What follows belongs to an exercise in optimizing a design on an open flow for small area and a short achievable clock period; a production flow would make more cautious choices. Function not checked in this run: the RTL went through the layout flow alone. No activity file was given, so power comes from the tool's default toggle rates.

`design.v`:
```
module PE (
    input  wire               clk,
    input  wire               rst,
    input  wire               en,
    input  wire               mode_residual,
    input  wire signed [15:0] input_data,
    input  wire signed [15:0] weight_data,
    input  wire signed [15:0] residual_data,
    output reg  signed [15:0] output_data,
    output wire               input_sparse,
    output wire               weight_sparse,
    output wire               computation_skipped,
    output reg         [15:0] sparse_count,
    output reg         [15:0] total_count
);
    assign input_sparse  = (input_data[15:4] == 12'h000) |
                           ((input_data[15:4] == 12'hfff) & (input_data[3:0] != 4'h0));
    assign weight_sparse = (weight_data[15:4] == 12'h000) |
                           ((weight_data[15:4] == 12'hfff) & (weight_data[3:0] != 4'h0));
    assign computation_skipped = input_sparse | weight_sparse;
    wire mac = en & ~computation_skipped;
    reg  [15:0] acc_s;
    reg  [15:0] acc_c;
    reg         acc_x;
    wire [15:0] an = ~input_data;
    wire [15:0] bn = ~weight_data;
    wire pp_0_0;
    nr2 u_pp0_0 (.a(an[0]), .b(bn[0]), .y(pp_0_0));
    wire pp_0_1;
    nr2 u_pp0_1 (.a(an[0]), .b(bn[1]), .y(pp_0_1));
    wire pp_0_2;
    nr2 u_pp0_2 (.a(an[0]), .b(bn[2]), .y(pp_0_2));
    wire pp_0_3;
    nr2 u_pp0_3 (.a(an[0]), .b(bn[3]), .y(pp_0_3));
    wire pp_0_4;
    nr2 u_pp0_4 (.a(an[0]), .b(bn[4]), .y(pp_0_4));
    wire pp_0_5;
    nr2 u_pp0_5 (.a(an[0]), .b(bn[5]), .y(pp_0_5));
    wire pp_0_6;
    nr2 u_pp0_6 (.a(an[0]), .b(bn[6]), .y(pp_0_6));
    wire pp_0_7;
    nr2 u_pp0_7 (.a(an[0]), .b(bn[7]), .y(pp_0_7));
    wire pp_0_8;
    nr2 u_pp0_8 (.a(an[0]), .b(bn[8]), .y(pp_0_8));
    wire pp_0_9;
    nr2 u_pp0_9 (.a(an[0]), .b(bn[9]), .y(pp_0_9));
    wire pp_0_10;
    nr2 u_pp0_10 (.a(an[0]), .b(bn[10]), .y(pp_0_10));
    wire pp_0_11;
    nr2 u_pp0_11 (.a(an[0]), .b(bn[11]), .y(pp_0_11));
    wire pp_0_12;
    nr2 u_pp0_12 (.a(an[0]), .b(bn[12]), .y(pp_0_12));
    wire pp_0_13;
    nr2 u_pp0_13 (.a(an[0]), .b(bn[13]), .y(pp_0_13));
    wire pp_0_14;
    nr2 u_pp0_14 (.a(an[0]), .b(bn[14]), .y(pp_0_14));
    wire pp_0_15;
    nr2 u_pp0_15 (.a(an[0]), .b(bn[15]), .y(pp_0_15));
    wire pp_1_0;
    nr2 u_pp1_0 (.a(an[1]), .b(bn[0]), .y(pp_1_0));
    wire pp_1_1;
    nr2 u_pp1_1 (.a(an[1]), .b(bn[1]), .y(pp_1_1));
    wire pp_1_2;
    nr2 u_pp1_2 (.a(an[1]), .b(bn[2]), .y(pp_1_2));
    wire pp_1_3;
    nr2 u_pp1_3 (.a(an[1]), .b(bn[3]), .y(pp_1_3));
    wire pp_1_4;
    nr2 u_pp1_4 (.a(an[1]), .b(bn[4]), .y(pp_1_4));
    wire pp_1_5;
    nr2 u_pp1_5 (.a(an[1]), .b(bn[5]), .y(pp_1_5));
    wire pp_1_6;
    nr2 u_pp1_6 (.a(an[1]), .b(bn[6]), .y(pp_1_6));
    wire pp_1_7;
    nr2 u_pp1_7 (.a(an[1]), .b(bn[7]), .y(pp_1_7));
    wire pp_1_8;
    nr2 u_pp1_8 (.a(an[1]), .b(bn[8]), .y(pp_1_8));
    wire pp_1_9;
    nr2 u_pp1_9 (.a(an[1]), .b(bn[9]), .y(pp_1_9));
    wire pp_1_10;
    nr2 u_pp1_10 (.a(an[1]), .b(bn[10]), .y(pp_1_10));
    wire pp_1_11;
    nr2 u_pp1_11 (.a(an[1]), .b(bn[11]), .y(pp_1_11));
    wire pp_1_12;
    nr2 u_pp1_12 (.a(an[1]), .b(bn[12]), .y(pp_1_12));
    wire pp_1_13;
    nr2 u_pp1_13 (.a(an[1]), .b(bn[13]), .y(pp_1_13));
    wire pp_1_14;
    nr2 u_pp1_14 (.a(an[1]), .b(bn[14]), .y(pp_1_14));
    wire pp_2_0;
    nr2 u_pp2_0 (.a(an[2]), .b(bn[0]), .y(pp_2_0));
    wire pp_2_1;
    nr2 u_pp2_1 (.a(an[2]), .b(bn[1]), .y(pp_2_1));
    wire pp_2_2;
    nr2 u_pp2_2 (.a(an[2]), .b(bn[2]), .y(pp_2_2));
    wire pp_2_3;
    nr2 u_pp2_3 (.a(an[2]), .b(bn[3]), .y(pp_2_3));
    wire pp_2_4;
    nr2 u_pp2_4 (.a(an[2]), .b(bn[4]), .y(pp_2_4));
    wire pp_2_5;
    nr2 u_pp2_5 (.a(an[2]), .b(bn[5]), .y(pp_2_5));
    wire pp_2_6;
    nr2 u_pp2_6 (.a(an[2]), .b(bn[6]), .y(pp_2_6));
    wire pp_2_7;
    nr2 u_pp2_7 (.a(an[2]), .b(bn[7]), .y(pp_2_7));
    wire pp_2_8;
    nr2 u_pp2_8 (.a(an[2]), .b(bn[8]), .y(pp_2_8));
    wire pp_2_9;
    nr2 u_pp2_9 (.a(an[2]), .b(bn[9]), .y(pp_2_9));
    wire pp_2_10;
    nr2 u_pp2_10 (.a(an[2]), .b(bn[10]), .y(pp_2_10));
    wire pp_2_11;
    nr2 u_pp2_11 (.a(an[2]), .b(bn[11]), .y(pp_2_11));
    wire pp_2_12;
    nr2 u_pp2_12 (.a(an[2]), .b(bn[12]), .y(pp_2_12));
    wire pp_2_13;
    nr2 u_pp2_13 (.a(an[2]), .b(bn[13]), .y(pp_2_13));
    wire pp_3_0;
    nr2 u_pp3_0 (.a(an[3]), .b(bn[0]), .y(pp_3_0));
    wire pp_3_1;
    nr2 u_pp3_1 (.a(an[3]), .b(bn[1]), .y(pp_3_1));
    wire pp_3_2;
    nr2 u_pp3_2 (.a(an[3]), .b(bn[2]), .y(pp_3_2));
    wire pp_3_3;
    nr2 u_pp3_3 (.a(an[3]), .b(bn[3]), .y(pp_3_3));
    wire pp_3_4;
    nr2 u_pp3_4 (.a(an[3]), .b(bn[4]), .y(pp_3_4));
    wire pp_3_5;
    nr2 u_pp3_5 (.a(an[3]), .b(bn[5]), .y(pp_3_5));
    wire pp_3_6;
    nr2 u_pp3_6 (.a(an[3]), .b(bn[6]), .y(pp_3_6));
    wire pp_3_7;
    nr2 u_pp3_7 (.a(an[3]), .b(bn[7]), .y(pp_3_7));
    wire pp_3_8;
    nr2 u_pp3_8 (.a(an[3]), .b(bn[8]), .y(pp_3_8));
    wire pp_3_9;
    nr2 u_pp3_9 (.a(an[3]), .b(bn[9]), .y(pp_3_9));
    wire pp_3_10;
    nr2 u_pp3_10 (.a(an[3]), .b(bn[10]), .y(pp_3_10));
    wire pp_3_11;
    nr2 u_pp3_11 (.a(an[3]), .b(bn[11]), .y(pp_3_11));
    wire pp_3_12;
    nr2 u_pp3_12 (.a(an[3]), .b(bn[12]), .y(pp_3_12));
    wire pp_4_0;
    nr2 u_pp4_0 (.a(an[4]), .b(bn[0]), .y(pp_4_0));
    wire pp_4_1;
    nr2 u_pp4_1 (.a(an[4]), .b(bn[1]), .y(pp_4_1));
    wire pp_4_2;
    nr2 u_pp4_2 (.a(an[4]), .b(bn[2]), .y(pp_4_2));
    wire pp_4_3;
    nr2 u_pp4_3 (.a(an[4]), .b(bn[3]), .y(pp_4_3));
    wire pp_4_4;
    nr2 u_pp4_4 (.a(an[4]), .b(bn[4]), .y(pp_4_4));
    wire pp_4_5;
    nr2 u_pp4_5 (.a(an[4]), .b(bn[5]), .y(pp_4_5));
    wire pp_4_6;
    nr2 u_pp4_6 (.a(an[4]), .b(bn[6]), .y(pp_4_6));
    wire pp_4_7;
    nr2 u_pp4_7 (.a(an[4]), .b(bn[7]), .y(pp_4_7));
    wire pp_4_8;
    nr2 u_pp4_8 (.a(an[4]), .b(bn[8]), .y(pp_4_8));
    wire pp_4_9;
    nr2 u_pp4_9 (.a(an[4]), .b(bn[9]), .y(pp_4_9));
    wire pp_4_10;
    nr2 u_pp4_10 (.a(an[4]), .b(bn[10]), .y(pp_4_10));
    wire pp_4_11;
    nr2 u_pp4_11 (.a(an[4]), .b(bn[11]), .y(pp_4_11));
    wire pp_5_0;
    nr2 u_pp5_0 (.a(an[5]), .b(bn[0]), .y(pp_5_0));
    wire pp_5_1;
    nr2 u_pp5_1 (.a(an[5]), .b(bn[1]), .y(pp_5_1));
    wire pp_5_2;
    nr2 u_pp5_2 (.a(an[5]), .b(bn[2]), .y(pp_5_2));
    wire pp_5_3;
    nr2 u_pp5_3 (.a(an[5]), .b(bn[3]), .y(pp_5_3));
    wire pp_5_4;
    nr2 u_pp5_4 (.a(an[5]), .b(bn[4]), .y(pp_5_4));
    wire pp_5_5;
    nr2 u_pp5_5 (.a(an[5]), .b(bn[5]), .y(pp_5_5));
    wire pp_5_6;
    nr2 u_pp5_6 (.a(an[5]), .b(bn[6]), .y(pp_5_6));
    wire pp_5_7;
    nr2 u_pp5_7 (.a(an[5]), .b(bn[7]), .y(pp_5_7));
    wire pp_5_8;
    nr2 u_pp5_8 (.a(an[5]), .b(bn[8]), .y(pp_5_8));
    wire pp_5_9;
    nr2 u_pp5_9 (.a(an[5]), .b(bn[9]), .y(pp_5_9));
    wire pp_5_10;
    nr2 u_pp5_10 (.a(an[5]), .b(bn[10]), .y(pp_5_10));
    wire pp_6_0;
    nr2 u_pp6_0 (.a(an[6]), .b(bn[0]), .y(pp_6_0));
    wire pp_6_1;
    nr2 u_pp6_1 (.a(an[6]), .b(bn[1]), .y(pp_6_1));
    wire pp_6_2;
    nr2 u_pp6_2 (.a(an[6]), .b(bn[2]), .y(pp_6_2));
    wire pp_6_3;
    nr2 u_pp6_3 (.a(an[6]), .b(bn[3]), .y(pp_6_3));
    wire pp_6_4;
    nr2 u_pp6_4 (.a(an[6]), .b(bn[4]), .y(pp_6_4));
    wire pp_6_5;
    nr2 u_pp6_5 (.a(an[6]), .b(bn[5]), .y(pp_6_5));
    wire pp_6_6;
    nr2 u_pp6_6 (.a(an[6]), .b(bn[6]), .y(pp_6_6));
    wire pp_6_7;
    nr2 u_pp6_7 (.a(an[6]), .b(bn[7]), .y(pp_6_7));
    wire pp_6_8;
    nr2 u_pp6_8 (.a(an[6]), .b(bn[8]), .y(pp_6_8));
    wire pp_6_9;
    nr2 u_pp6_9 (.a(an[6]), .b(bn[9]), .y(pp_6_9));
    wire pp_7_0;
    nr2 u_pp7_0 (.a(an[7]), .b(bn[0]), .y(pp_7_0));
    wire pp_7_1;
    nr2 u_pp7_1 (.a(an[7]), .b(bn[1]), .y(pp_7_1));
    wire pp_7_2;
    nr2 u_pp7_2 (.a(an[7]), .b(bn[2]), .y(pp_7_2));
    wire pp_7_3;
    nr2 u_pp7_3 (.a(an[7]), .b(bn[3]), .y(pp_7_3));
    wire pp_7_4;
    nr2 u_pp7_4 (.a(an[7]), .b(bn[4]), .y(pp_7_4));
    wire pp_7_5;
    nr2 u_pp7_5 (.a(an[7]), .b(bn[5]), .y(pp_7_5));
    wire pp_7_6;
    nr2 u_pp7_6 (.a(an[7]), .b(bn[6]), .y(pp_7_6));
    wire pp_7_7;
    nr2 u_pp7_7 (.a(an[7]), .b(bn[7]), .y(pp_7_7));
    wire pp_7_8;
    nr2 u_pp7_8 (.a(an[7]), .b(bn[8]), .y(pp_7_8));
    wire pp_8_0;
    nr2 u_pp8_0 (.a(an[8]), .b(bn[0]), .y(pp_8_0));
    wire pp_8_1;
    nr2 u_pp8_1 (.a(an[8]), .b(bn[1]), .y(pp_8_1));
    wire pp_8_2;
    nr2 u_pp8_2 (.a(an[8]), .b(bn[2]), .y(pp_8_2));
    wire pp_8_3;
    nr2 u_pp8_3 (.a(an[8]), .b(bn[3]), .y(pp_8_3));
    wire pp_8_4;
    nr2 u_pp8_4 (.a(an[8]), .b(bn[4]), .y(pp_8_4));
    wire pp_8_5;
    nr2 u_pp8_5 (.a(an[8]), .b(bn[5]), .y(pp_8_5));
    wire pp_8_6;
    nr2 u_pp8_6 (.a(an[8]), .b(bn[6]), .y(pp_8_6));
    wire pp_8_7;
    nr2 u_pp8_7 (.a(an[8]), .b(bn[7]), .y(pp_8_7));
    wire pp_9_0;
    nr2 u_pp9_0 (.a(an[9]), .b(bn[0]), .y(pp_9_0));
    wire pp_9_1;
    nr2 u_pp9_1 (.a(an[9]), .b(bn[1]), .y(pp_9_1));
    wire pp_9_2;
    nr2 u_pp9_2 (.a(an[9]), .b(bn[2]), .y(pp_9_2));
    wire pp_9_3;
    nr2 u_pp9_3 (.a(an[9]), .b(bn[3]), .y(pp_9_3));
    wire pp_9_4;
    nr2 u_pp9_4 (.a(an[9]), .b(bn[4]), .y(pp_9_4));
    wire pp_9_5;
    nr2 u_pp9_5 (.a(an[9]), .b(bn[5]), .y(pp_9_5));
    wire pp_9_6;
    nr2 u_pp9_6 (.a(an[9]), .b(bn[6]), .y(pp_9_6));
    wire pp_10_0;
    nr2 u_pp10_0 (.a(an[10]), .b(bn[0]), .y(pp_10_0));
    wire pp_10_1;
    nr2 u_pp10_1 (.a(an[10]), .b(bn[1]), .y(pp_10_1));
    wire pp_10_2;
    nr2 u_pp10_2 (.a(an[10]), .b(bn[2]), .y(pp_10_2));
    wire pp_10_3;
    nr2 u_pp10_3 (.a(an[10]), .b(bn[3]), .y(pp_10_3));
    wire pp_10_4;
    nr2 u_pp10_4 (.a(an[10]), .b(bn[4]), .y(pp_10_4));
    wire pp_10_5;
    nr2 u_pp10_5 (.a(an[10]), .b(bn[5]), .y(pp_10_5));
    wire pp_11_0;
    nr2 u_pp11_0 (.a(an[11]), .b(bn[0]), .y(pp_11_0));
    wire pp_11_1;
    nr2 u_pp11_1 (.a(an[11]), .b(bn[1]), .y(pp_11_1));
    wire pp_11_2;
    nr2 u_pp11_2 (.a(an[11]), .b(bn[2]), .y(pp_11_2));
    wire pp_11_3;
    nr2 u_pp11_3 (.a(an[11]), .b(bn[3]), .y(pp_11_3));
    wire pp_11_4;
    nr2 u_pp11_4 (.a(an[11]), .b(bn[4]), .y(pp_11_4));
    wire pp_12_0;
    nr2 u_pp12_0 (.a(an[12]), .b(bn[0]), .y(pp_12_0));
    wire pp_12_1;
    nr2 u_pp12_1 (.a(an[12]), .b(bn[1]), .y(pp_12_1));
    wire pp_12_2;
    nr2 u_pp12_2 (.a(an[12]), .b(bn[2]), .y(pp_12_2));
    wire pp_12_3;
    nr2 u_pp12_3 (.a(an[12]), .b(bn[3]), .y(pp_12_3));
    wire pp_13_0;
    nr2 u_pp13_0 (.a(an[13]), .b(bn[0]), .y(pp_13_0));
    wire pp_13_1;
    nr2 u_pp13_1 (.a(an[13]), .b(bn[1]), .y(pp_13_1));
    wire pp_13_2;
    nr2 u_pp13_2 (.a(an[13]), .b(bn[2]), .y(pp_13_2));
    wire pp_14_0;
    nr2 u_pp14_0 (.a(an[14]), .b(bn[0]), .y(pp_14_0));
    wire pp_14_1;
    nr2 u_pp14_1 (.a(an[14]), .b(bn[1]), .y(pp_14_1));
    wire pp_15_0;
    nr2 u_pp15_0 (.a(an[15]), .b(bn[0]), .y(pp_15_0));
    wire hs0, hc0;
    ha u_ha0 (.a(acc_c[10]), .b(acc_s[10]), .s(hs0), .co(hc0));
    wire fs0, fc0;
    fa u_fa0 (.a(acc_c[11]), .b(acc_s[11]), .c(pp_0_11), .s(fs0), .co(fc0));
    wire fs1, fc1;
    fa u_fa1 (.a(acc_c[12]), .b(acc_s[12]), .c(pp_0_12), .s(fs1), .co(fc1));
    wire hs1, hc1;
    ha u_ha1 (.a(pp_10_2), .b(pp_11_1), .s(hs1), .co(hc1));
    wire fs2, fc2;
    fa u_fa2 (.a(acc_c[13]), .b(acc_s[13]), .c(pp_0_13), .s(fs2), .co(fc2));
    wire fs3, fc3;
    fa u_fa3 (.a(pp_10_3), .b(pp_11_2), .c(pp_12_1), .s(fs3), .co(fc3));
    wire hs2, hc2;
    ha u_ha2 (.a(pp_13_0), .b(pp_1_12), .s(hs2), .co(hc2));
    wire fs4, fc4;
    fa u_fa4 (.a(acc_c[14]), .b(acc_s[14]), .c(pp_0_14), .s(fs4), .co(fc4));
    wire fs5, fc5;
    fa u_fa5 (.a(pp_10_4), .b(pp_11_3), .c(pp_12_2), .s(fs5), .co(fc5));
    wire fs6, fc6;
    fa u_fa6 (.a(pp_13_1), .b(pp_14_0), .c(pp_1_13), .s(fs6), .co(fc6));
    wire hs3, hc3;
    ha u_ha3 (.a(pp_2_12), .b(pp_3_11), .s(hs3), .co(hc3));
    wire hs4, hc4;
    ha u_ha4 (.a(acc_s[8]), .b(pp_0_8), .s(hs4), .co(hc4));
    wire fs7, fc7;
    fa u_fa7 (.a(acc_s[9]), .b(pp_0_9), .c(pp_1_8), .s(fs7), .co(fc7));
    wire hs5, hc5;
    ha u_ha5 (.a(pp_2_7), .b(pp_3_6), .s(hs5), .co(hc5));
    wire fs8, fc8;
    fa u_fa8 (.a(acc_x), .b(hs0), .c(pp_0_10), .s(fs8), .co(fc8));
    wire fs9, fc9;
    fa u_fa9 (.a(pp_10_0), .b(pp_1_9), .c(pp_2_8), .s(fs9), .co(fc9));
    wire fs10, fc10;
    fa u_fa10 (.a(pp_3_7), .b(pp_4_6), .c(pp_5_5), .s(fs10), .co(fc10));
    wire fs11, fc11;
    fa u_fa11 (.a(hc0), .b(pp_10_1), .c(pp_11_0), .s(fs11), .co(fc11));
    wire fs12, fc12;
    fa u_fa12 (.a(pp_1_10), .b(pp_2_9), .c(pp_3_8), .s(fs12), .co(fc12));
    wire fs13, fc13;
    fa u_fa13 (.a(pp_4_7), .b(pp_5_6), .c(pp_6_5), .s(fs13), .co(fc13));
    wire hs6, hc6;
    ha u_ha6 (.a(pp_7_4), .b(pp_8_3), .s(hs6), .co(hc6));
    wire fs14, fc14;
    fa u_fa14 (.a(pp_12_0), .b(pp_1_11), .c(pp_2_10), .s(fs14), .co(fc14));
    wire fs15, fc15;
    fa u_fa15 (.a(pp_3_9), .b(pp_4_8), .c(pp_5_7), .s(fs15), .co(fc15));
    wire fs16, fc16;
    fa u_fa16 (.a(pp_6_6), .b(pp_7_5), .c(pp_8_4), .s(fs16), .co(fc16));
    wire fs17, fc17;
    fa u_fa17 (.a(pp_9_3), .b(hs1), .c(fc0), .s(fs17), .co(fc17));
    wire fs18, fc18;
    fa u_fa18 (.a(pp_2_11), .b(pp_3_10), .c(pp_4_9), .s(fs18), .co(fc18));
    wire fs19, fc19;
    fa u_fa19 (.a(pp_5_8), .b(pp_6_7), .c(pp_7_6), .s(fs19), .co(fc19));
    wire fs20, fc20;
    fa u_fa20 (.a(pp_8_5), .b(pp_9_4), .c(hc1), .s(fs20), .co(fc20));
    wire fs21, fc21;
    fa u_fa21 (.a(hs2), .b(fc1), .c(fs2), .s(fs21), .co(fc21));
    wire fs22, fc22;
    fa u_fa22 (.a(pp_4_10), .b(pp_5_9), .c(pp_6_8), .s(fs22), .co(fc22));
    wire fs23, fc23;
    fa u_fa23 (.a(pp_7_7), .b(pp_8_6), .c(pp_9_5), .s(fs23), .co(fc23));
    wire fs24, fc24;
    fa u_fa24 (.a(hc2), .b(hs3), .c(fc2), .s(fs24), .co(fc24));
    wire fs25, fc25;
    fa u_fa25 (.a(fc3), .b(fs4), .c(fs5), .s(fs25), .co(fc25));
    wire hs7, hc7;
    ha u_ha7 (.a(acc_s[5]), .b(pp_0_5), .s(hs7), .co(hc7));
    wire fs26, fc26;
    fa u_fa26 (.a(acc_s[6]), .b(pp_0_6), .c(pp_1_5), .s(fs26), .co(fc26));
    wire hs8, hc8;
    ha u_ha8 (.a(pp_2_4), .b(pp_3_3), .s(hs8), .co(hc8));
    wire fs27, fc27;
    fa u_fa27 (.a(acc_s[7]), .b(pp_0_7), .c(pp_1_6), .s(fs27), .co(fc27));
    wire fs28, fc28;
    fa u_fa28 (.a(pp_2_5), .b(pp_3_4), .c(pp_4_3), .s(fs28), .co(fc28));
    wire hs9, hc9;
    ha u_ha9 (.a(pp_5_2), .b(pp_6_1), .s(hs9), .co(hc9));
    wire fs29, fc29;
    fa u_fa29 (.a(pp_1_7), .b(pp_2_6), .c(pp_3_5), .s(fs29), .co(fc29));
    wire fs30, fc30;
    fa u_fa30 (.a(pp_4_4), .b(pp_5_3), .c(pp_6_2), .s(fs30), .co(fc30));
    wire fs31, fc31;
    fa u_fa31 (.a(pp_7_1), .b(pp_8_0), .c(hs4), .s(fs31), .co(fc31));
    wire fs32, fc32;
    fa u_fa32 (.a(pp_4_5), .b(pp_5_4), .c(pp_6_3), .s(fs32), .co(fc32));
    wire fs33, fc33;
    fa u_fa33 (.a(pp_7_2), .b(pp_8_1), .c(pp_9_0), .s(fs33), .co(fc33));
    wire fs34, fc34;
    fa u_fa34 (.a(hc4), .b(hs5), .c(fs7), .s(fs34), .co(fc34));
    wire fs35, fc35;
    fa u_fa35 (.a(pp_6_4), .b(pp_7_3), .c(pp_8_2), .s(fs35), .co(fc35));
    wire fs36, fc36;
    fa u_fa36 (.a(pp_9_1), .b(hc5), .c(fc7), .s(fs36), .co(fc36));
    wire fs37, fc37;
    fa u_fa37 (.a(fs10), .b(fs8), .c(fs9), .s(fs37), .co(fc37));
    wire fs38, fc38;
    fa u_fa38 (.a(pp_9_2), .b(hs6), .c(fc10), .s(fs38), .co(fc38));
    wire fs39, fc39;
    fa u_fa39 (.a(fc8), .b(fc9), .c(fs0), .s(fs39), .co(fc39));
    wire fs40, fc40;
    fa u_fa40 (.a(fs11), .b(fs12), .c(fs13), .s(fs40), .co(fc40));
    wire fs41, fc41;
    fa u_fa41 (.a(hc6), .b(fc11), .c(fc12), .s(fs41), .co(fc41));
    wire fs42, fc42;
    fa u_fa42 (.a(fc13), .b(fs1), .c(fs14), .s(fs42), .co(fc42));
    wire fs43, fc43;
    fa u_fa43 (.a(fs15), .b(fs16), .c(fs17), .s(fs43), .co(fc43));
    wire fs44, fc44;
    fa u_fa44 (.a(fc14), .b(fc15), .c(fc16), .s(fs44), .co(fc44));
    wire fs45, fc45;
    fa u_fa45 (.a(fs18), .b(fs19), .c(fs3), .s(fs45), .co(fc45));
    wire fs46, fc46;
    fa u_fa46 (.a(fs20), .b(fc17), .c(fs21), .s(fs46), .co(fc46));
    wire fs47, fc47;
    fa u_fa47 (.a(fc18), .b(fc19), .c(fs22), .s(fs47), .co(fc47));
    wire fs48, fc48;
    fa u_fa48 (.a(fs23), .b(fs6), .c(fc20), .s(fs48), .co(fc48));
    wire fs49, fc49;
    fa u_fa49 (.a(fc21), .b(fs24), .c(fs25), .s(fs49), .co(fc49));
    wire hs10, hc10;
    ha u_ha10 (.a(acc_s[3]), .b(pp_0_3), .s(hs10), .co(hc10));
    wire fs50, fc50;
    fa u_fa50 (.a(acc_s[4]), .b(pp_0_4), .c(pp_1_3), .s(fs50), .co(fc50));
    wire hs11, hc11;
    ha u_ha11 (.a(pp_2_2), .b(pp_3_1), .s(hs11), .co(hc11));
    wire fs51, fc51;
    fa u_fa51 (.a(pp_1_4), .b(pp_2_3), .c(pp_3_2), .s(fs51), .co(fc51));
    wire fs52, fc52;
    fa u_fa52 (.a(pp_4_1), .b(pp_5_0), .c(hs7), .s(fs52), .co(fc52));
    wire fs53, fc53;
    fa u_fa53 (.a(pp_4_2), .b(pp_5_1), .c(pp_6_0), .s(fs53), .co(fc53));
    wire fs54, fc54;
    fa u_fa54 (.a(hc7), .b(hs8), .c(fs26), .s(fs54), .co(fc54));
    wire fs55, fc55;
    fa u_fa55 (.a(pp_7_0), .b(hc8), .c(hs9), .s(fs55), .co(fc55));
    wire fs56, fc56;
    fa u_fa56 (.a(fc26), .b(fs27), .c(fs28), .s(fs56), .co(fc56));
    wire fs57, fc57;
    fa u_fa57 (.a(hc9), .b(fc27), .c(fc28), .s(fs57), .co(fc57));
    wire fs58, fc58;
    fa u_fa58 (.a(fs29), .b(fs30), .c(fs31), .s(fs58), .co(fc58));
    wire fs59, fc59;
    fa u_fa59 (.a(fc29), .b(fc30), .c(fs32), .s(fs59), .co(fc59));
    wire fs60, fc60;
    fa u_fa60 (.a(fs33), .b(fc31), .c(fs34), .s(fs60), .co(fc60));
    wire fs61, fc61;
    fa u_fa61 (.a(fc32), .b(fc33), .c(fs35), .s(fs61), .co(fc61));
    wire fs62, fc62;
    fa u_fa62 (.a(fc34), .b(fs36), .c(fs37), .s(fs62), .co(fc62));
    wire fs63, fc63;
    fa u_fa63 (.a(fc35), .b(fc36), .c(fc37), .s(fs63), .co(fc63));
    wire fs64, fc64;
    fa u_fa64 (.a(fs38), .b(fs39), .c(fs40), .s(fs64), .co(fc64));
    wire fs65, fc65;
    fa u_fa65 (.a(fc38), .b(fc39), .c(fc40), .s(fs65), .co(fc65));
    wire fs66, fc66;
    fa u_fa66 (.a(fs41), .b(fs42), .c(fs43), .s(fs66), .co(fc66));
    wire fs67, fc67;
    fa u_fa67 (.a(fc41), .b(fc42), .c(fs44), .s(fs67), .co(fc67));
    wire fs68, fc68;
    fa u_fa68 (.a(fs45), .b(fc43), .c(fs46), .s(fs68), .co(fc68));
    wire fs69, fc69;
    fa u_fa69 (.a(fc44), .b(fc45), .c(fs47), .s(fs69), .co(fc69));
    wire fs70, fc70;
    fa u_fa70 (.a(fs48), .b(fc46), .c(fs49), .s(fs70), .co(fc70));
    wire hs12, hc12;
    ha u_ha12 (.a(acc_s[2]), .b(pp_0_2), .s(hs12), .co(hc12));
    wire fs71, fc71;
    fa u_fa71 (.a(pp_1_2), .b(pp_2_1), .c(pp_3_0), .s(fs71), .co(fc71));
    wire fs72, fc72;
    fa u_fa72 (.a(pp_4_0), .b(hc10), .c(hs11), .s(fs72), .co(fc72));
    wire fs73, fc73;
    fa u_fa73 (.a(hc11), .b(fc50), .c(fs51), .s(fs73), .co(fc73));
    wire fs74, fc74;
    fa u_fa74 (.a(fc51), .b(fs53), .c(fc52), .s(fs74), .co(fc74));
    wire fs75, fc75;
    fa u_fa75 (.a(fc53), .b(fs55), .c(fc54), .s(fs75), .co(fc75));
    wire fs76, fc76;
    fa u_fa76 (.a(fc55), .b(fc56), .c(fs57), .s(fs76), .co(fc76));
    wire fs77, fc77;
    fa u_fa77 (.a(fc57), .b(fs59), .c(fc58), .s(fs77), .co(fc77));
    wire fs78, fc78;
    fa u_fa78 (.a(fc59), .b(fs61), .c(fc60), .s(fs78), .co(fc78));
    wire fs79, fc79;
    fa u_fa79 (.a(fc61), .b(fc62), .c(fs63), .s(fs79), .co(fc79));
    wire fs80, fc80;
    fa u_fa80 (.a(fc63), .b(fc64), .c(fs65), .s(fs80), .co(fc80));
    wire fs81, fc81;
    fa u_fa81 (.a(fc65), .b(fs67), .c(fc66), .s(fs81), .co(fc81));
    wire fs82, fc82;
    fa u_fa82 (.a(fc67), .b(fs69), .c(fc68), .s(fs82), .co(fc82));
    wire hs13, hc13;
    ha u_ha13 (.a(acc_s[1]), .b(pp_0_1), .s(hs13), .co(hc13));
    wire fs83, fc83;
    fa u_fa83 (.a(pp_1_1), .b(pp_2_0), .c(hs12), .s(fs83), .co(fc83));
    wire fs84, fc84;
    fa u_fa84 (.a(hc12), .b(hs10), .c(fs71), .s(fs84), .co(fc84));
    wire fs85, fc85;
    fa u_fa85 (.a(fc71), .b(fs50), .c(fs72), .s(fs85), .co(fc85));
    wire fs86, fc86;
    fa u_fa86 (.a(fc72), .b(fs52), .c(fs73), .s(fs86), .co(fc86));
    wire fs87, fc87;
    fa u_fa87 (.a(fc73), .b(fs54), .c(fs74), .s(fs87), .co(fc87));
    wire fs88, fc88;
    fa u_fa88 (.a(fs56), .b(fc74), .c(fs75), .s(fs88), .co(fc88));
    wire fs89, fc89;
    fa u_fa89 (.a(fs58), .b(fc75), .c(fs76), .s(fs89), .co(fc89));
    wire fs90, fc90;
    fa u_fa90 (.a(fc76), .b(fs60), .c(fs77), .s(fs90), .co(fc90));
    wire fs91, fc91;
    fa u_fa91 (.a(fs62), .b(fc77), .c(fs78), .s(fs91), .co(fc91));
    wire fs92, fc92;
    fa u_fa92 (.a(fs64), .b(fc78), .c(fs79), .s(fs92), .co(fc92));
    wire fs93, fc93;
    fa u_fa93 (.a(fc79), .b(fs66), .c(fs80), .s(fs93), .co(fc93));
    wire fs94, fc94;
    fa u_fa94 (.a(fc80), .b(fs68), .c(fs81), .s(fs94), .co(fc94));
    wire fs95, fc95;
    fa u_fa95 (.a(fs70), .b(fc81), .c(fs82), .s(fs95), .co(fc95));
    wire xs0;
    xo2 u_xo0 (.a(acc_s[15]), .b(pp_0_15), .y(xs0));
    wire xs1;
    xo2 u_xo1 (.a(pp_10_5), .b(pp_11_4), .y(xs1));
    wire xs2;
    xo2 u_xo2 (.a(pp_12_3), .b(pp_13_2), .y(xs2));
    wire xs3;
    xo2 u_xo3 (.a(pp_14_1), .b(pp_15_0), .y(xs3));
    wire xs4;
    xo2 u_xo4 (.a(pp_1_14), .b(pp_2_13), .y(xs4));
    wire xs5;
    xo2 u_xo5 (.a(pp_3_12), .b(pp_4_11), .y(xs5));
    wire xs6;
    xo2 u_xo6 (.a(pp_5_10), .b(pp_6_9), .y(xs6));
    wire xs7;
    xo2 u_xo7 (.a(pp_7_8), .b(pp_8_7), .y(xs7));
    wire xs8;
    xo2 u_xo8 (.a(pp_9_6), .b(xs0), .y(xs8));
    wire xs9;
    xo2 u_xo9 (.a(xs1), .b(xs2), .y(xs9));
    wire xs10;
    xo2 u_xo10 (.a(xs3), .b(xs4), .y(xs10));
    wire xs11;
    xo2 u_xo11 (.a(xs5), .b(xs6), .y(xs11));
    wire xs12;
    xo2 u_xo12 (.a(xs7), .b(hc3), .y(xs12));
    wire xs13;
    xo2 u_xo13 (.a(fc22), .b(fc23), .y(xs13));
    wire xs14;
    xo2 u_xo14 (.a(fc4), .b(fc5), .y(xs14));
    wire xs15;
    xo2 u_xo15 (.a(fc6), .b(xs10), .y(xs15));
    wire xs16;
    xo2 u_xo16 (.a(xs11), .b(xs8), .y(xs16));
    wire xs17;
    xo2 u_xo17 (.a(xs9), .b(xs12), .y(xs17));
    wire xs18;
    xo2 u_xo18 (.a(xs13), .b(xs14), .y(xs18));
    wire xs19;
    xo2 u_xo19 (.a(xs15), .b(xs16), .y(xs19));
    wire xs20;
    xo2 u_xo20 (.a(xs17), .b(fc24), .y(xs20));
    wire xs21;
    xo2 u_xo21 (.a(xs18), .b(xs19), .y(xs21));
    wire xs22;
    xo2 u_xo22 (.a(fc25), .b(fc47), .y(xs22));
    wire xs23;
    xo2 u_xo23 (.a(xs20), .b(xs21), .y(xs23));
    wire xs24;
    xo2 u_xo24 (.a(fc48), .b(xs22), .y(xs24));
    wire xs25;
    xo2 u_xo25 (.a(xs23), .b(xs24), .y(xs25));
    wire xs26;
    xo2 u_xo26 (.a(fc49), .b(fc69), .y(xs26));
    wire xs27;
    xo2 u_xo27 (.a(xs25), .b(xs26), .y(xs27));
    wire xs28;
    xo2 u_xo28 (.a(xs27), .b(fc70), .y(xs28));
    wire xs29;
    xo2 u_xo29 (.a(xs28), .b(fc82), .y(xs29));
    wire xs30;
    xo2 u_xo30 (.a(xs29), .b(fc95), .y(xs30));
    wire hs14, hc14;
    ha u_ha14 (.a(acc_s[0]), .b(pp_0_0), .s(hs14), .co(hc14));
    wire fs96, fc96;
    fa u_fa96 (.a(pp_1_0), .b(hc14), .c(hs13), .s(fs96), .co(fc96));
    wire fs97, fc97;
    fa u_fa97 (.a(hc13), .b(fc96), .c(fs83), .s(fs97), .co(fc97));
    wire fs98, fc98;
    fa u_fa98 (.a(fc83), .b(fs84), .c(fc97), .s(fs98), .co(fc98));
    wire fs99, fc99;
    fa u_fa99 (.a(fc84), .b(fs85), .c(fc98), .s(fs99), .co(fc99));
    wire fs100, fc100;
    fa u_fa100 (.a(fc85), .b(fs86), .c(fc99), .s(fs100), .co(fc100));
    wire fs101, fc101;
    fa u_fa101 (.a(fc86), .b(fs87), .c(fc100), .s(fs101), .co(fc101));
    wire fs102, fc102;
    fa u_fa102 (.a(fc87), .b(fs88), .c(fc101), .s(fs102), .co(fc102));
    wire fs103, fc103;
    fa u_fa103 (.a(fc88), .b(fs89), .c(fc102), .s(fs103), .co(fc103));
    wire fs104, fc104;
    fa u_fa104 (.a(fc89), .b(fs90), .c(fc103), .s(fs104), .co(fc104));
    wire [15:0] row0 = {xs30, fc94, fc93, fc92, fc91, fc90, fs104, fs103, fs102, fs101, fs100, fs99, fs98, fs97, fs96, hs14};
    wire [15:0] row1 = {1'b0, fs95, fs94, fs93, fs92, fs91, 1'b0, 1'b0, 1'b0, 1'b0, 1'b0, 1'b0, 1'b0, 1'b0, 1'b0, 1'b0};
    wire        rowx = fc104;    
    wire [15:0] res_g = residual_data & {16{mode_residual}};
    wire hs15, hc15;
    ha u_ha15 (.a(acc_c[10]), .b(acc_s[10]), .s(hs15), .co(hc15));
    wire hs16, hc16;
    ha u_ha16 (.a(acc_c[11]), .b(acc_s[11]), .s(hs16), .co(hc16));
    wire hs17, hc17;
    ha u_ha17 (.a(acc_c[12]), .b(acc_s[12]), .s(hs17), .co(hc17));
    wire hs18, hc18;
    ha u_ha18 (.a(acc_c[13]), .b(acc_s[13]), .s(hs18), .co(hc18));
    wire hs19, hc19;
    ha u_ha19 (.a(acc_c[14]), .b(acc_s[14]), .s(hs19), .co(hc19));
    wire hs20, hc20;
    ha u_ha20 (.a(acc_x), .b(hs15), .s(hs20), .co(hc20));
    wire fs105, fc105;
    fa u_fa105 (.a(hc15), .b(hs16), .c(res_g[11]), .s(fs105), .co(fc105));
    wire fs106, fc106;
    fa u_fa106 (.a(hc16), .b(hs17), .c(res_g[12]), .s(fs106), .co(fc106));
    wire fs107, fc107;
    fa u_fa107 (.a(hc17), .b(hs18), .c(res_g[13]), .s(fs107), .co(fc107));
    wire fs108, fc108;
    fa u_fa108 (.a(hc18), .b(hs19), .c(res_g[14]), .s(fs108), .co(fc108));
    wire xs31;
    xo2 u_xo31 (.a(acc_s[15]), .b(hc19), .y(xs31));
    wire xs32;
    xo2 u_xo32 (.a(res_g[15]), .b(xs31), .y(xs32));
    wire xs33;
    xo2 u_xo33 (.a(xs32), .b(fc108), .y(xs33));
    wire [15:0] out0 = {xs33, fc107, fc106, fc105, hc20, res_g[10], acc_s[9], acc_s[8], acc_s[7], acc_s[6], acc_s[5], acc_s[4], acc_s[3], acc_s[2], acc_s[1], acc_s[0]};
    wire [15:0] out1 = {1'b0, fs108, fs107, fs106, fs105, hs20, res_g[9], res_g[8], res_g[7], res_g[6], res_g[5], res_g[4], res_g[3], res_g[2], res_g[1], res_g[0]};
    wire [15:0] out_nx = out0 + out1;
    wire [15:0] acc_s_d, acc_c_d, out_d;
    mx2 u_ms0 (.s(mac), .a1(row0[0]), .a0(acc_s[0]), .y(acc_s_d[0]));
    mx2 u_ms1 (.s(mac), .a1(row0[1]), .a0(acc_s[1]), .y(acc_s_d[1]));
    mx2 u_ms2 (.s(mac), .a1(row0[2]), .a0(acc_s[2]), .y(acc_s_d[2]));
    mx2 u_ms3 (.s(mac), .a1(row0[3]), .a0(acc_s[3]), .y(acc_s_d[3]));
    mx2 u_ms4 (.s(mac), .a1(row0[4]), .a0(acc_s[4]), .y(acc_s_d[4]));
    mx2 u_ms5 (.s(mac), .a1(row0[5]), .a0(acc_s[5]), .y(acc_s_d[5]));
    mx2 u_ms6 (.s(mac), .a1(row0[6]), .a0(acc_s[6]), .y(acc_s_d[6]));
    mx2 u_ms7 (.s(mac), .a1(row0[7]), .a0(acc_s[7]), .y(acc_s_d[7]));
    mx2 u_ms8 (.s(mac), .a1(row0[8]), .a0(acc_s[8]), .y(acc_s_d[8]));
    mx2 u_ms9 (.s(mac), .a1(row0[9]), .a0(acc_s[9]), .y(acc_s_d[9]));
    mx2 u_ms10 (.s(mac), .a1(row0[10]), .a0(acc_s[10]), .y(acc_s_d[10]));
    mx2 u_ms11 (.s(mac), .a1(row0[11]), .a0(acc_s[11]), .y(acc_s_d[11]));
    mx2 u_ms12 (.s(mac), .a1(row0[12]), .a0(acc_s[12]), .y(acc_s_d[12]));
    mx2 u_ms13 (.s(mac), .a1(row0[13]), .a0(acc_s[13]), .y(acc_s_d[13]));
    mx2 u_ms14 (.s(mac), .a1(row0[14]), .a0(acc_s[14]), .y(acc_s_d[14]));
    mx2 u_ms15 (.s(mac), .a1(row0[15]), .a0(acc_s[15]), .y(acc_s_d[15]));
    mx2 u_mc10 (.s(mac), .a1(row1[10]), .a0(acc_c[10]), .y(acc_c_d[10]));
    mx2 u_mc11 (.s(mac), .a1(row1[11]), .a0(acc_c[11]), .y(acc_c_d[11]));
    mx2 u_mc12 (.s(mac), .a1(row1[12]), .a0(acc_c[12]), .y(acc_c_d[12]));
    mx2 u_mc13 (.s(mac), .a1(row1[13]), .a0(acc_c[13]), .y(acc_c_d[13]));
    mx2 u_mc14 (.s(mac), .a1(row1[14]), .a0(acc_c[14]), .y(acc_c_d[14]));
    wire acc_x_d;
    mx2 u_mx (.s(mac), .a1(rowx), .a0(acc_x), .y(acc_x_d));
    mx2 u_mo0 (.s(en), .a1(out_nx[0]), .a0(output_data[0]), .y(out_d[0]));
    mx2 u_mo1 (.s(en), .a1(out_nx[1]), .a0(output_data[1]), .y(out_d[1]));
    mx2 u_mo2 (.s(en), .a1(out_nx[2]), .a0(output_data[2]), .y(out_d[2]));
    mx2 u_mo3 (.s(en), .a1(out_nx[3]), .a0(output_data[3]), .y(out_d[3]));
    mx2 u_mo4 (.s(en), .a1(out_nx[4]), .a0(output_data[4]), .y(out_d[4]));
    mx2 u_mo5 (.s(en), .a1(out_nx[5]), .a0(output_data[5]), .y(out_d[5]));
    mx2 u_mo6 (.s(en), .a1(out_nx[6]), .a0(output_data[6]), .y(out_d[6]));
    mx2 u_mo7 (.s(en), .a1(out_nx[7]), .a0(output_data[7]), .y(out_d[7]));
    mx2 u_mo8 (.s(en), .a1(out_nx[8]), .a0(output_data[8]), .y(out_d[8]));
    mx2 u_mo9 (.s(en), .a1(out_nx[9]), .a0(output_data[9]), .y(out_d[9]));
    mx2 u_mo10 (.s(en), .a1(out_nx[10]), .a0(output_data[10]), .y(out_d[10]));
    mx2 u_mo11 (.s(en), .a1(out_nx[11]), .a0(output_data[11]), .y(out_d[11]));
    mx2 u_mo12 (.s(en), .a1(out_nx[12]), .a0(output_data[12]), .y(out_d[12]));
    mx2 u_mo13 (.s(en), .a1(out_nx[13]), .a0(output_data[13]), .y(out_d[13]));
    mx2 u_mo14 (.s(en), .a1(out_nx[14]), .a0(output_data[14]), .y(out_d[14]));
    mx2 u_mo15 (.s(en), .a1(out_nx[15]), .a0(output_data[15]), .y(out_d[15]));
    always @(posedge clk or posedge rst) begin
        if (rst) begin
            acc_s <= 16'd0;
            acc_c <= 16'd0;
            acc_x <= 1'b0;
            output_data <= 16'd0;
            sparse_count <= 16'd0;
            total_count <= 16'd0;
        end else begin
            total_count  <= total_count + {15'd0, en};
            sparse_count <= sparse_count + {15'd0, en & computation_skipped};
            acc_s <= acc_s_d;
            acc_c[10] <= acc_c_d[10];
            acc_c[11] <= acc_c_d[11];
            acc_c[12] <= acc_c_d[12];
            acc_c[13] <= acc_c_d[13];
            acc_c[14] <= acc_c_d[14];
            acc_x <= acc_x_d;
            output_data <= out_d;
        end
    end
endmodule
module fa (input wire a, input wire b, input wire c, output wire s, output wire co);
    assign s = a ^ b ^ c;
    assign co = (a & b) | (a & c) | (b & c);
endmodule
module ha (input wire a, input wire b, output wire s, output wire co);
    assign s = a ^ b;
    assign co = a & b;
endmodule
module xo2 (input wire a, input wire b, output wire y);
    assign y = a ^ b;
endmodule
module nr2 (input wire a, input wire b, output wire y);
    assign y = ~(a | b);
endmodule
module mx2 (input wire s, input wire a1, input wire a0, output wire y);
    assign y = s ? a1 : a0;
endmodule
```
`constraint.sdc`:
```
create_clock -name core_clock -period 8.0 [get_ports {clk}]
set_input_delay 1.6000 -clock core_clock [delete_from_list [all_inputs] [get_ports {clk}]]
set_output_delay 1.6000 -clock core_clock [all_outputs]
set_load 0.01 [all_outputs]
```
`flow/downsize.tcl`:
```
# Sourced after the synthesized netlist is loaded (POST_SYNTH_TCL): set every
# combinational cell to its smallest (_1) drive strength; the later timing repair
# sizes up the cells that need it. Flip-flops are left as synthesis made them.
set db [ord::get_db]
set n 0
foreach inst [[ord::get_db_block] getInsts] {
  set m [[$inst getMaster] getName]
  if {[regexp {^(sky130_fd_sc_hd__[a-z0-9]+)_([0-9]+)$} $m -> base d]} {
    if {[string match "*__df*" $base] || [string match "*__dl*" $base] || [string match "*__sdf*" $base]} { continue }
    if {$d > 1} {
      set nm [$db findMaster ${base}_1]
      if {$nm ne "NULL" && $nm ne ""} { $inst swapMaster $nm; incr n }
    }
  }
}
puts "downsize.tcl: set $n cells to drive strength 1"
```
`flow/run.sh`:
```
#!/bin/bash
# Standard ORFS layout with two changes:
#  - port buffers use the smallest buffer cell (buffer_ports' default pick is clkdlybuf4s50_1);
#  - after synthesis every combinational cell starts at drive strength 1 (flow/downsize.tcl),
#    and timing repair sizes up only what the timing needs.
set -euo pipefail
export BUFFER_PORTS_ARGS="-buffer_cell sky130_fd_sc_hd__buf_1"
export POST_SYNTH_TCL="$(pwd)/flow/downsize.tcl"
bash standard.sh finish > standard_flow.log 2>&1
```
`standard.sh`:
```
#!/bin/bash
# synth_recipe.tcl (not shown) runs the flow's synth.tcl, then flattens the netlist and writes it again
# the make line also repeats each setting of config.mk as NAME=value (left out here)
make -C /OpenROAD-flow-scripts/flow DESIGN_CONFIG=/design/flow/config.mk WORK_HOME=/design/flow/orfs CLKGATE_MAP_FILE= SYNTH_SCRIPT=/design/flow/synth_recipe.tcl "${@:-finish}"
```
`config.mk`:
```
export PLATFORM = sky130hd
export DESIGN_NAME = PE
export DESIGN_NICKNAME = PE
export VERILOG_FILES = /design/flow/design.v
export SDC_FILE = /design/flow/constraint.sdc
export NUM_CORES = 4
export LEC_CHECK = 0
export CAP_MARGIN = 20
export CORE_MARGIN = 2
export CORE_UTILIZATION = 40
export PLACE_DENSITY = 0.6
export SETUP_SLACK_MARGIN = 3
export SLEW_MARGIN = 20
export SYNTH_HIERARCHICAL = 1
export SYNTH_MINIMUM_KEEP_SIZE = 0
```
==> results by group <==
STA
  – Slew Limit Fails: 0
  – Setup TNS: 0 ns
  – Worst Slack Setup Final: 2.41 ns
  – Fin crit share: 0.699
  – Min cycle time layout: 5.59 ns
  – Slew HR: 0.402
  – Worst Tran Pin Value: 0.897 ns
  – RSZ-0062 raised after global routing: true
  – Setup Skew: 0.00828 ns
  – Final hold violation count: 0
  – Achievable Freq: ~180 MHz
  – Endpoints failing setup: 0

Cells and area
  – Layout cells sized above 1: 0.0973
  – Nets: 999
  – Area occupied by multi-input gates: 5190 sq um
  – Area Overhead vs Synth: 17.6%
  – Ant diodes: 0
  – Commonest non-fill, non-tap cell in the layout: nor2_1
  – Fin util: 0.481
  – Post-route insts no fill: 1,027
  – Commonest cells after routing, fill and taps aside: 145 x nor2_1, 100 x fa_1, 95 x buf_1
  – Register area: 1750 sq um
  – # fillers: 1,598

Clock network
  – Total CTS buffers: 9
  – Cts hold-fix bufs: 0
  – H-tree depth: 3
  – Clock Sink Count: 70
  – Clock Path Buffers: 2
  – Clk latency of the worst-skew pair: 0.34 ns
  – Clock transition at the registers of the reported paths: around 0.060 ns
  – CTS tree: yes
  – CTS root buf: clkbuf_16

Run
  – Maxcap violations: 0

Route
  – DRT iter0 DRCs: 363
  – Vias per inst: just over 5
  – Drt first pass iters: 5
  – Routed via count: about 5.3k
  – Routed wire per std cell: ~16 um
  – Final wirelength: roughly 17 mm
  – # DRC: 0
  – Final ANT Viol Nets: 0

Floorplanning
  – Die Ht: 137 um
  – Io pins: roughly 100
  – Initial cell density of the core: 0.409
  – Die area: 18,700 sq um
  – Core Box Area: about 17,000 sq um
  – Die Span X: approximately 140 um
  – # rows: 48

Setup path
  – Maximum fanout along the worst path: 4
  – R2r setup slk: 3.45 ns
  – Worst r2r src: acc_s[2]$_DFF_PP0_
  – Max incr delay on CP: 0.46 ns
  – Critical Path Most Common Cell: fa_2
  – Crit-path cells: buf_6 -> clkinvlp_4 -> nor2_2 -> ha_1 -> fa_1 -> fa_2 -> fa_2 -> fa_2 -> fa_2 -> fa_2 -> fa_2 -> fa_2 -> fa_2 -> mux2_1
  – Worst setup EP type: register
  – Worst setup SP type: primary input
  – Setup CP Type: in -> reg
  – Slowest cell on crit path: fa_1
  – Worst Path Required: ~8.2 ns
  – Critical path arrival: 5.81 ns
  – FF-to-FF path depth: 11
  – R2R Path End: acc_s[9]$_DFF_PP0_

Logic synthesis
  – Syn nets: 866
  – Mapped Cells: ~660
  – YS warnings: 7
  – Mapped cell area: just over 7000 sq um
  – Syn avg cell area: 10.6 sq um

GRT
  – Vias in the first global route: 5,385
  – Initial antenna violation count: 0
  – Largest net degree at the start of global routing: 71
  – GRT Residual Overflow: 0
  – First-pass GRT wire length: 27.5 mm
  – Total track usage: 0.192

Pwr
  – Switching portion of total power: 0.441
  – P_sw: 1.41 mW
  – Int Power: 1.78 mW
  – Leakage: roughly 3.8 nW
  – Max IR drop VDD: about 0.2 mV
  – Seq pwr share: 0.191
  – Combinational power share: 0.687
  – Power share of the clock group: 0.122
  – PwrDens: roughly 380 nW/um^2

Min path
  – Hold Crit Depth: 1
  – Kind of path behind the tightest hold check: reg -> reg
  – Hold Path End: total_count[15]$_DFF_PP0_
  – Hold_sp: total_count[15]$_DFF_PP0_

Placement
  – Pre-CTS setup slack: 1.75 ns
  – Dpl hpwl: 12.9 mm
  – Port Buffers: ~100
  – Placed Instances: 988
  – Gpl congestion: 0.870

Outcome
  – Status: timing/DRC/antenna clean
worst max-delay path by stage:
stage | startpoint | end | slack [ns] | depth (start not counted)
2_1_floorplan | input_data[0] | acc_s[9]$_DFF_PP0_ | 2.22 | 13
3_3_place_gp | input_data[0] | acc_s[9]$_DFF_PP0_ | 1.77 | 14
3_5_place_dp | input_data[0] | acc_s[9]$_DFF_PP0_ | 1.75 | 14
4_1_cts | input_data[0] | acc_s[9]$_DFF_PP0_ | 2.48 | 14
5_1_grt | input_data[0] | acc_s[9]$_DFF_PP0_ | 2.36 | 14
6_report | weight_data[2] | acc_s[9]$_DFF_PP0_ | 2.41 | 14
power by group through the flow:
stage | Combinational (mW) | Sequential, mW | Clock (mW)
5_1_grt | 2.55 | 0.632 | 0.420
3_3_place_gp | 2.13 | 0.621 | 0
4_1_cts | 2.21 | 0.616 | 0.405
3_5_place_dp | 2.17 | 0.621 | 0
6_report | 2.19 | 0.610 | 0.390
2_1_floorplan | 1.68 | 0.606 | 0
stage by stage:
step	hold WS (ns)	instance area [sq um]	power, mW
after global routing	0.492	8290	3.60
after detailed placement	0.466	7750	2.79
after floorplan	0.489	7090	2.29
after CTS	0.475	8280	3.23
final	0.474	8290	3.19
after global placement	0.463	7750	2.75
sequential cells by signal (all words and copies together), names as in the netlist:
signal	cells
sparse_count	16
acc_c	5
acc_s	16
output_data	16
total_count	16
acc_x	1
what timing repair did:
item | 4_1_cts | 5_1_grt
pin swaps | 4 | 1
setup buffers | 23 | 0
endpoints found under the setup margin | 6 | 4
resized for setup | 28 | 4
routing by layer:
layer	vias to the layer above	track usage	routed length [um]
met5	-	0	0
met4	0	0.0533	229
met3	16	0.0241	616
met2	128	0.320	8330
met1	2657	0.264	7530
li1	2459	-	-
layout make-up:
cell class	instances	share of cell area
clock buffer	9	0.0272
sequential	70	0.211
inverter	39	0.0213
timing repair buffer	127	0.0738
clock inverter	7	0.00739
multi-input combinational	550	0.625
tap	225	0.0339
critical path: cells and delay by family:
family / cells / cell delay (ns)
simple gates: 1 / 0.12
fa+ha+maj: 10 / 3.60
mux: 1 / 0.29
buf+inv: 2 / 0.20

==> re-timing with driven ports <==
How much do the figures lean on ideal ports? The routed layout below was timed once more, with nothing changed but the port constraints. Step 1, drivers: a clkbuf_16 drives clk and a buf_2 each remaining input, both assumed. Step 2 also shifts input and output timing later by t, the mid clock arrival at the registers, as if the neighbouring blocks saw the same clock. Slacks: ideal ports / drivers / drivers and shift; pairs: ideal ports / drivers.
t, ns: 0.380
setup WS [ns]: 2.411 / 2.401 / 2.022
worst setup path at the end: input to register
worst register clock-pin slew, ns: 0.07 / 0.07
worst data-port slew with drivers (ns): 0.06
After both steps this run still meets setup and hold. The setup slack of this run moves by -0.010 ns with the drivers and by -0.389 ns with both steps.
